This design comes from an exercise in tuning for small area and a short achievable clock period on the open sky130 flow, not from production work.
Where RTL was checked, it was by simulation tests only, not by an equivalence proof against the original.

==> flow/design.v <==
`timescale 1ns / 1ps
module addbk #(parameter W = 20)
	(
		input wire [W-1:0] a, b,
		input wire cin,
		output wire [W-1:0] s
    );
localparam L = $clog2(W);
reg [W-1:0] g, p;
integer k, i;
always @* begin
	p = a ^ b;
	g = (a & b) | {{(W-1){1'b0}}, p[0] & cin};
	for (k = 0; k < L; k = k + 1) begin
		for (i = (2 << k) - 1; i < W; i = i + (2 << k)) begin
			g[i] = g[i] | (p[i] & g[i - (1 << k)]);
			p[i] = p[i] & p[i - (1 << k)];
		end
	end
	for (k = L - 2; k >= 0; k = k - 1) begin
		for (i = 3 * (1 << k) - 1; i < W; i = i + (2 << k)) begin
			g[i] = g[i] | (p[i] & g[i - (1 << k)]);
			p[i] = p[i] & p[i - (1 << k)];
		end
	end
end
assign s = a ^ b ^ {g[W-2:0], cin};
endmodule
`timescale 1ns / 1ps
module IPD_core
	(
		input wire [18:0] yk, rk,
		input wire [18:0] yp,       
		input wire [18:0] ik1,
		output wire [18:0] n_ik1,
		output wire [19:0] n_a
    );
localparam [18:0] MAX = 19'h3FFFF;
localparam [18:0] MIN = 19'h40000;
function [18:0] clamp20(input [19:0] s);
	clamp20 = (s[19] != s[18]) ? (s[19] ? MIN : MAX) : s[18:0];
endfunction
function [39:0] csa(input [19:0] a, input [19:0] b, input [19:0] c);
	csa = {((a & b) | (a & c) | (b & c)) << 1, a ^ b ^ c};
endfunction
wire ypmin = (yp == MIN);
wire ymin = (yk == MIN);
wire [19:0] t0;
addbk #(20) add_t (.a({yk[18], yk}), .b(~{yp[18], yp}), .cin(1'b1), .s(t0));
wire [19:0] t = {t0[19] ^ ypmin, t0[18:0]};
wire signed [19:0] ts = t;
wire d_min = ts >= 20'sd3496;       
wire d_max = ts <= -20'sd3496;      
wire dsat = d_min | d_max;
wire d_wrap = (ts >= 20'sd1748) | (ts <= -20'sd1748);
wire [39:0] l1 = csa(~(t << 7), ~(t << 4), ~(t << 3));
wire [39:0] l2 = csa(l1[19:0], {l1[39:21], 1'b1}, {t[18:0], 1'b1});
wire [19:0] ds = d_min ? 20'hC0000 : d_max ? 20'h3FFFF : l2[19:0];
wire [19:0] dc = dsat ? 20'd0 : {l2[39:21], 1'b1};
wire signed [18:0] ys = yk;
wire p_min = ys >= 19'sd29128;      
wire p_max = ys <= -19'sd29128;     
wire psat = p_min | p_max;
wire p_wrap = (ys >= 19'sd14564) | (ys <= -19'sd14564);
wire [19:0] yc = psat ? 20'h20000 : {yk[18], yk};
wire [39:0] l3 = csa(ds, dc, ~(yc << 4));
wire [39:0] l4 = csa(l3[19:0], {l3[39:21], 1'b1}, ~(yc << 1));
wire [19:0] v;
addbk #(20) add_v (.a(l4[19:0]), .b({l4[39:21], 1'b0}), .cin(~p_max), .s(v));
wire par_a = (dsat ? 1'b0 : d_wrap) ^ (psat ? p_max : p_wrap);
wire [19:0] a = {v[19] ^ par_a, v[18:0]};    
wire [19:0] e0;
addbk #(20) add_e (.a({rk[18], rk}), .b(~{yk[18], yk}), .cin(1'b1), .s(e0));
wire [19:0] e = {e0[19] ^ ymin, e0[18:0]};
wire signed [19:0] es = e;
wire m_max = es >= 20'sd74899;
wire m_min = es <= -20'sd74899;
wire msat = m_max | m_min;
wire m_wrap = (es >= 20'sd37450) | (es <= -20'sd37450);
wire [19:0] ec = msat ? 20'h40000 : e;
wire [39:0] lq = csa(ec << 3, ~ec, {ik1[18], ik1});
wire [19:0] q;
addbk #(20) add_q (.a(lq[19:0]), .b({lq[39:21], 1'b0}), .cin(~m_max), .s(q));
wire par_q = msat ? m_max : m_wrap;
wire [18:0] ik = clamp20({q[19] ^ par_q, q[18:0]});
assign n_ik1 = ik;
assign n_a = a;
endmodule
module IPD_out
	(
		input wire [19:0] a1,      
		input wire [18:0] ik1,
		output wire [18:0] pidk
    );
localparam [18:0] MAX = 19'h3FFFF;
localparam [18:0] MIN = 19'h40000;
wire [18:0] a = (a1[19] != a1[18]) ? (a1[19] ? MIN : MAX) : a1[18:0];
wire [19:0] sum;
addbk #(20) add_o (.a({a[18], a}), .b({ik1[18], ik1}), .cin(1'b0), .s(sum));
assign pidk = (sum[19] != sum[18]) ? {sum[19], {18{~sum[19]}}} : sum[18:0];
endmodule
module I_PD #(parameter size=19)
	(
		input wire clk, rst, EN,
		input wire signed [size-1:0] yk, rk,
		output wire signed [size-1:0] pidk
    );
reg [18:0] yp, ik1;
reg [19:0] a1;
wire [18:0] n_ik1;
wire [19:0] n_a;
IPD_core core (.yk(yk), .rk(rk), .yp(yp), .ik1(ik1),
	.n_ik1(n_ik1), .n_a(n_a));
IPD_out out (.a1(a1), .ik1(ik1), .pidk(pidk));
always @(posedge clk or posedge rst)
begin
	if (rst) begin
		yp <= 19'd0;
		ik1 <= 19'd0;
		a1 <= 20'd0;
	end
	else if (EN) begin
		yp <= yk;
		ik1 <= n_ik1;
		a1 <= n_a;
	end
end
endmodule
Settings: LEC_CHECK=0, CAP_MARGIN=20, CORE_MARGIN=2, CORE_UTILIZATION=40, PLACE_DENSITY=0.6, SLEW_MARGIN=20; clock period 20.0 ns.
run.sh (not shown) runs the stock make flow with config.mk's settings and CLKGATE_MAP_FILE= SYNTH_SCRIPT=/design/flow/synth_recipe.tcl, a recipe that flattens the netlist after the stock synthesis.
The first run finished clean.
Then changed:
--- a/flow/design.v
+++ b/flow/design.v
@@ -1,30 +1,2 @@
-`timescale 1ns / 1ps
-module addbk #(parameter W = 20)
-	(
-		input wire [W-1:0] a, b,
-		input wire cin,
-		output wire [W-1:0] s
-    );
-localparam L = $clog2(W);
-reg [W-1:0] g, p;
-integer k, i;
-always @* begin
-	p = a ^ b;
-	g = (a & b) | {{(W-1){1'b0}}, p[0] & cin};
-	for (k = 0; k < L; k = k + 1) begin
-		for (i = (2 << k) - 1; i < W; i = i + (2 << k)) begin
-			g[i] = g[i] | (p[i] & g[i - (1 << k)]);
-			p[i] = p[i] & p[i - (1 << k)];
-		end
-	end
-	for (k = L - 2; k >= 0; k = k - 1) begin
-		for (i = 3 * (1 << k) - 1; i < W; i = i + (2 << k)) begin
-			g[i] = g[i] | (p[i] & g[i - (1 << k)]);
-			p[i] = p[i] & p[i - (1 << k)];
-		end
-	end
-end
-assign s = a ^ b ^ {g[W-2:0], cin};
-endmodule
 `timescale 1ns / 1ps
 module IPD_core
@@ -46,6 +18,5 @@
 wire ypmin = (yp == MIN);
 wire ymin = (yk == MIN);
-wire [19:0] t0;
-addbk #(20) add_t (.a({yk[18], yk}), .b(~{yp[18], yp}), .cin(1'b1), .s(t0));
+wire [19:0] t0 = {yk[18], yk} - {yp[18], yp};
 wire [19:0] t = {t0[19] ^ ypmin, t0[18:0]};
 wire signed [19:0] ts = t;
@@ -66,10 +37,8 @@
 wire [39:0] l3 = csa(ds, dc, ~(yc << 4));
 wire [39:0] l4 = csa(l3[19:0], {l3[39:21], 1'b1}, ~(yc << 1));
-wire [19:0] v;
-addbk #(20) add_v (.a(l4[19:0]), .b({l4[39:21], 1'b0}), .cin(~p_max), .s(v));
+wire [19:0] v = l4[19:0] + {l4[39:21], ~p_max};
 wire par_a = (dsat ? 1'b0 : d_wrap) ^ (psat ? p_max : p_wrap);
 wire [19:0] a = {v[19] ^ par_a, v[18:0]};    
-wire [19:0] e0;
-addbk #(20) add_e (.a({rk[18], rk}), .b(~{yk[18], yk}), .cin(1'b1), .s(e0));
+wire [19:0] e0 = {rk[18], rk} - {yk[18], yk};
 wire [19:0] e = {e0[19] ^ ymin, e0[18:0]};
 wire signed [19:0] es = e;
@@ -80,6 +49,5 @@
 wire [19:0] ec = msat ? 20'h40000 : e;
 wire [39:0] lq = csa(ec << 3, ~ec, {ik1[18], ik1});
-wire [19:0] q;
-addbk #(20) add_q (.a(lq[19:0]), .b({lq[39:21], 1'b0}), .cin(~m_max), .s(q));
+wire [19:0] q = lq[19:0] + {lq[39:21], ~m_max};
 wire par_q = msat ? m_max : m_wrap;
 wire [18:0] ik = clamp20({q[19] ^ par_q, q[18:0]});
@@ -96,6 +64,5 @@
 localparam [18:0] MIN = 19'h40000;
 wire [18:0] a = (a1[19] != a1[18]) ? (a1[19] ? MIN : MAX) : a1[18:0];
-wire [19:0] sum;
-addbk #(20) add_o (.a({a[18], a}), .b({ik1[18], ik1}), .cin(1'b0), .s(sum));
+wire [19:0] sum = {a[18], a} + {ik1[18], ik1};
 assign pidk = (sum[19] != sum[18]) ? {sum[19], {18{~sum[19]}}} : sum[18:0];
 endmodule
The new run went through all stages and came out clean; global-route usage goes up by 0.40 points; maximum frequency rose by roughly a tenth; first-iteration DRC count came out higher by a few percent; flip-flop and latch count is unchanged; routed wire length came out higher by roughly a tenth; non-clock buffer count went up by 2.
No functional check of the RTL was part of the first run of this note.

---

Another version of the RTL of I_PD (not shown whole).
For scale: roughly 1300 cells after synthesis, ~60 I/O pins, roughly 12000 um2 of cells after synthesis.
## I_PD
module I_PD #(parameter size=19)
	(
		input wire clk, rst, EN,
		input wire signed [size-1:0] yk, rk,
		output wire signed [size-1:0] pidk
    );
reg [18:0] yp;
reg [19:0] vs, vc, qs, qc;
wire [19:0] n_vs, n_vc, n_qs, n_qc;
wire [18:0] a1, ik1;
IPD_clamp clamp_a (.s(vs), .c(vc), .y(a1));
IPD_clamp clamp_i (.s(qs), .c(qc), .y(ik1));
IPD_core core (.yk(yk), .rk(rk), .yp(yp), .ik1(ik1),
	.n_vs(n_vs), .n_vc(n_vc), .n_qs(n_qs), .n_qc(n_qc));
IPD_clamp clamp_o (.s({a1[18], a1}), .c({ik1[18], ik1}), .y(pidk));
always @(posedge clk or posedge rst)
begin
	if (rst) begin
		yp <= 19'd0;
		vs <= 20'd0;
		vc <= 20'd0;
		qs <= 20'd0;
		qc <= 20'd0;
	end
	else if (EN) begin
		yp <= yk;
		vs <= n_vs;
		vc <= n_vc;
		qs <= n_qs;
		qc <= n_qc;
	end
end
endmodule
==> module IPD_core, before the edit <==
module IPD_core
	(
		input wire [18:0] yk, rk,
		input wire [18:0] yp,       
		input wire [18:0] ik1,      
		output wire [19:0] n_vs, n_vc,    
		output wire [19:0] n_qs, n_qc     
    );
localparam [18:0] MAX = 19'h3FFFF;
localparam [18:0] MIN = 19'h40000;
function [39:0] csa(input [19:0] a, input [19:0] b, input [19:0] c);
	csa = {((a & b) | (a & c) | (b & c)) << 1, a ^ b ^ c};
endfunction
wire ypmin = (yp == MIN);
wire ymin = (yk == MIN);
wire [19:0] t0 = {yk[18], yk} - {yp[18], yp};
wire [19:0] t = {t0[19] ^ ypmin, t0[18:0]};
wire signed [19:0] ts = t;
wire d_min = ts >= 20'sd3496;       
wire d_max = ts <= -20'sd3496;      
wire dsat = d_min | d_max;
wire d_wrap = (ts >= 20'sd1748) | (ts <= -20'sd1748);
wire [39:0] l1 = csa(~(t << 7), ~(t << 4), ~(t << 3));
wire [39:0] l2 = csa(l1[19:0], {l1[39:21], 1'b1}, {t[18:0], 1'b1});
wire [19:0] ds = d_min ? 20'hC0000 : d_max ? 20'h3FFFF : l2[19:0];
wire [19:0] dc = dsat ? 20'd0 : {l2[39:21], 1'b1};
wire signed [18:0] ys = yk;
wire p_min = ys >= 19'sd29128;      
wire p_max = ys <= -19'sd29128;     
wire psat = p_min | p_max;
wire p_wrap = (ys >= 19'sd14564) | (ys <= -19'sd14564);
wire [19:0] yc = psat ? 20'h20000 : {yk[18], yk};
wire [39:0] l3 = csa(ds, dc, ~(yc << 4));
wire [39:0] l4 = csa(l3[19:0], {l3[39:21], 1'b1}, ~(yc << 1));
wire par_a = (dsat ? 1'b0 : d_wrap) ^ (psat ? p_max : p_wrap);
assign n_vs = {l4[19] ^ par_a, l4[18:0]};
assign n_vc = {l4[39:21], ~p_max};
wire [19:0] e0 = {rk[18], rk} - {yk[18], yk};
wire [19:0] e = {e0[19] ^ ymin, e0[18:0]};
wire signed [19:0] es = e;
wire m_max = es >= 20'sd74899;
wire m_min = es <= -20'sd74899;
wire msat = m_max | m_min;
wire m_wrap = (es >= 20'sd37450) | (es <= -20'sd37450);
wire [19:0] ec = msat ? 20'h40000 : e;
wire [39:0] lq = csa(ec << 3, ~ec, {ik1[18], ik1});
wire par_q = msat ? m_max : m_wrap;
assign n_qs = {lq[19] ^ par_q, lq[18:0]};
assign n_qc = {lq[39:21], ~m_max};
endmodule
==> module IPD_clamp, before the edit <==
module IPD_clamp
	(
		input wire [19:0] s, c,
		output wire [18:0] y
    );
wire [19:0] r = s + c;
assign y = (r[19] != r[18]) ? {r[19], {18{~r[19]}}} : r[18:0];
endmodule
==> module I_PD, before the edit <==
module I_PD #(parameter size=19)
	(
		input wire clk, rst, EN,
		input wire signed [size-1:0] yk, rk,
		output wire signed [size-1:0] pidk
    );
reg [18:0] yp;
reg [19:0] vs, vc, qs, qc;
wire [19:0] n_vs, n_vc, n_qs, n_qc;
wire [18:0] a1, ik1;
IPD_clamp clamp_a (.s(vs), .c(vc), .y(a1));
IPD_clamp clamp_i (.s(qs), .c(qc), .y(ik1));
IPD_core core (.yk(yk), .rk(rk), .yp(yp), .ik1(ik1),
	.n_vs(n_vs), .n_vc(n_vc), .n_qs(n_qs), .n_qc(n_qc));
IPD_clamp clamp_o (.s({a1[18], a1}), .c({ik1[18], ik1}), .y(pidk));
always @(posedge clk or posedge rst)
begin
	if (rst) begin
		yp <= 19'd0;
		vs <= 20'd0;
		vc <= 20'd0;
		qs <= 20'd0;
		qc <= 20'd0;
	end
	else if (EN) begin
		yp <= yk;
		vs <= n_vs;
		vc <= n_vc;
		qs <= n_qs;
		qc <= n_qc;
	end
end
endmodule
Settings: LEC_CHECK=0, CAP_MARGIN=20, CORE_MARGIN=2, CORE_UTILIZATION=40, PLACE_DENSITY=0.6, SLEW_MARGIN=20; clock period 20.0 ns.
Then changed:
==> flow/design.v (replaced) <==
`timescale 1ns / 1ps
module IPD_core
	(
		input wire [18:0] yk, rk,
		input wire [18:0] yp,       
		input wire [18:0] ik1,
		output wire [18:0] n_ik1, n_a
    );
localparam [18:0] MAX = 19'h3FFFF;
localparam [18:0] MIN = 19'h40000;
function [18:0] clamp20(input [19:0] s);
	clamp20 = (s[19] != s[18]) ? (s[19] ? MIN : MAX) : s[18:0];
endfunction
function [39:0] csa(input [19:0] a, input [19:0] b, input [19:0] c);
	csa = {((a & b) | (a & c) | (b & c)) << 1, a ^ b ^ c};
endfunction
wire ypmin = (yp == MIN);
wire ymin = (yk == MIN);
wire [19:0] t0 = {yk[18], yk} - {yp[18], yp};
wire [19:0] t = {t0[19] ^ ypmin, t0[18:0]};
wire signed [19:0] ts = t;
wire d_min = ts >= 20'sd3496;       
wire d_max = ts <= -20'sd3496;      
wire dsat = d_min | d_max;
wire d_wrap = (ts >= 20'sd1748) | (ts <= -20'sd1748);
wire [39:0] l1 = csa(~(t << 7), ~(t << 4), ~(t << 3));
wire [39:0] l2 = csa(l1[19:0], {l1[39:21], 1'b1}, {t[18:0], 1'b1});
wire [19:0] ds = d_min ? 20'hC0000 : d_max ? 20'h3FFFF : l2[19:0];
wire [19:0] dc = dsat ? 20'd0 : {l2[39:21], 1'b1};
wire signed [18:0] ys = yk;
wire p_min = ys >= 19'sd29128;      
wire p_max = ys <= -19'sd29128;     
wire psat = p_min | p_max;
wire p_wrap = (ys >= 19'sd14564) | (ys <= -19'sd14564);
wire [19:0] yc = psat ? 20'h20000 : {yk[18], yk};
wire [19:0] m18 = (yc << 4) + (yc << 1);
wire [39:0] l3 = csa(ds, dc, ~m18);
wire [19:0] v = l3[19:0] + {l3[39:21], ~p_max};
wire par_a = (dsat ? 1'b0 : d_wrap) ^ (psat ? p_max : p_wrap);
wire [18:0] a = clamp20({v[19] ^ par_a, v[18:0]});
wire [19:0] e0 = {rk[18], rk} - {yk[18], yk};
wire [19:0] e = {e0[19] ^ ymin, e0[18:0]};
wire signed [19:0] es = e;
wire m_max = es >= 20'sd74899;
wire m_min = es <= -20'sd74899;
wire msat = m_max | m_min;
wire m_wrap = (es >= 20'sd37450) | (es <= -20'sd37450);
wire [19:0] ec = msat ? 20'h40000 : e;
wire [39:0] lq = csa(ec << 3, ~ec, {ik1[18], ik1});
wire [19:0] q = lq[19:0] + {lq[39:21], ~m_max};
wire par_q = msat ? m_max : m_wrap;
wire [18:0] ik = clamp20({q[19] ^ par_q, q[18:0]});
assign n_ik1 = ik;
assign n_a = a;
endmodule
module IPD_out
	(
		input wire [18:0] a1, ik1,
		output wire [18:0] pidk
    );
wire [19:0] sum = {a1[18], a1} + {ik1[18], ik1};
assign pidk = (sum[19] != sum[18]) ? {sum[19], {18{~sum[19]}}} : sum[18:0];
endmodule
module I_PD #(parameter size=19)
	(
		input wire clk, rst, EN,
		input wire signed [size-1:0] yk, rk,
		output wire signed [size-1:0] pidk
    );
reg [18:0] yp, ik1, a1;
wire [18:0] n_ik1, n_a;
IPD_core core (.yk(yk), .rk(rk), .yp(yp), .ik1(ik1),
	.n_ik1(n_ik1), .n_a(n_a));
IPD_out out (.a1(a1), .ik1(ik1), .pidk(pidk));
always @(posedge clk or posedge rst)
begin
	if (rst) begin
		yp <= 19'd0;
		ik1 <= 19'd0;
		a1 <= 19'd0;
	end
	else if (EN) begin
		yp <= yk;
		ik1 <= n_ik1;
		a1 <= n_a;
	end
end
endmodule
Outcome: The changed run passed the timing, DRC and antenna checks; count of clock-buffer cells in the layout rose by 3; register-to-register slack got worse by 2300 ps; utilization increases by 0.32 points; non-clock buffer count went up by 2; wire length falls slightly; synthesized cell count climbs slightly; global-route usage came out higher by 1.6 points; fmax is lower by a few percent; via count increases slightly.
No run of this note included a check of the RTL's function; only the layout flow was run.

[port drivers added, routing unchanged]
The results above use ideal ports. As a check the final layouts listed here were re-extracted and re-timed, cells and wires unchanged. Step 1, drivers: a clkbuf_16 drives clk and a buf_2 each remaining input, both assumed. Step 2 also shifts input and output timing later by t, the mid clock arrival at the registers, as if the neighbouring blocks saw the same clock. Slacks: no drivers / after step 1 / after step 2; pairs: no drivers / after step 1.
| run | t, ns | slack for setup (ns) | worst setup path after step 2 | clock arrival spread, ns | cell pins on the clock port's net |
|---|---|---|---|---|---|
| the first run of note 1 | 0.377 | 6.554 / 6.572 / 6.196 | input to register | 0.013 / 0.013 | 1 |
| the second run of note 1 | 0.388 | 8.051 / 8.022 / 7.635 | input to register | 0.009 / 0.009 | 1 |
| the first run of note 2 | 0.405 | 8.162 / 8.115 / 8.520 | register to output | 0.017 / 0.016 | 1 |
| the second run of note 2 | 0.389 | 7.482 / 7.457 / 7.068 | input to register | 0.011 / 0.011 | 1 |
After both steps setup and hold are still met in every run listed. The setup slack of the second run of note 1, which loses most, moves by -0.029 ns with the drivers and by -0.416 ns with both steps.
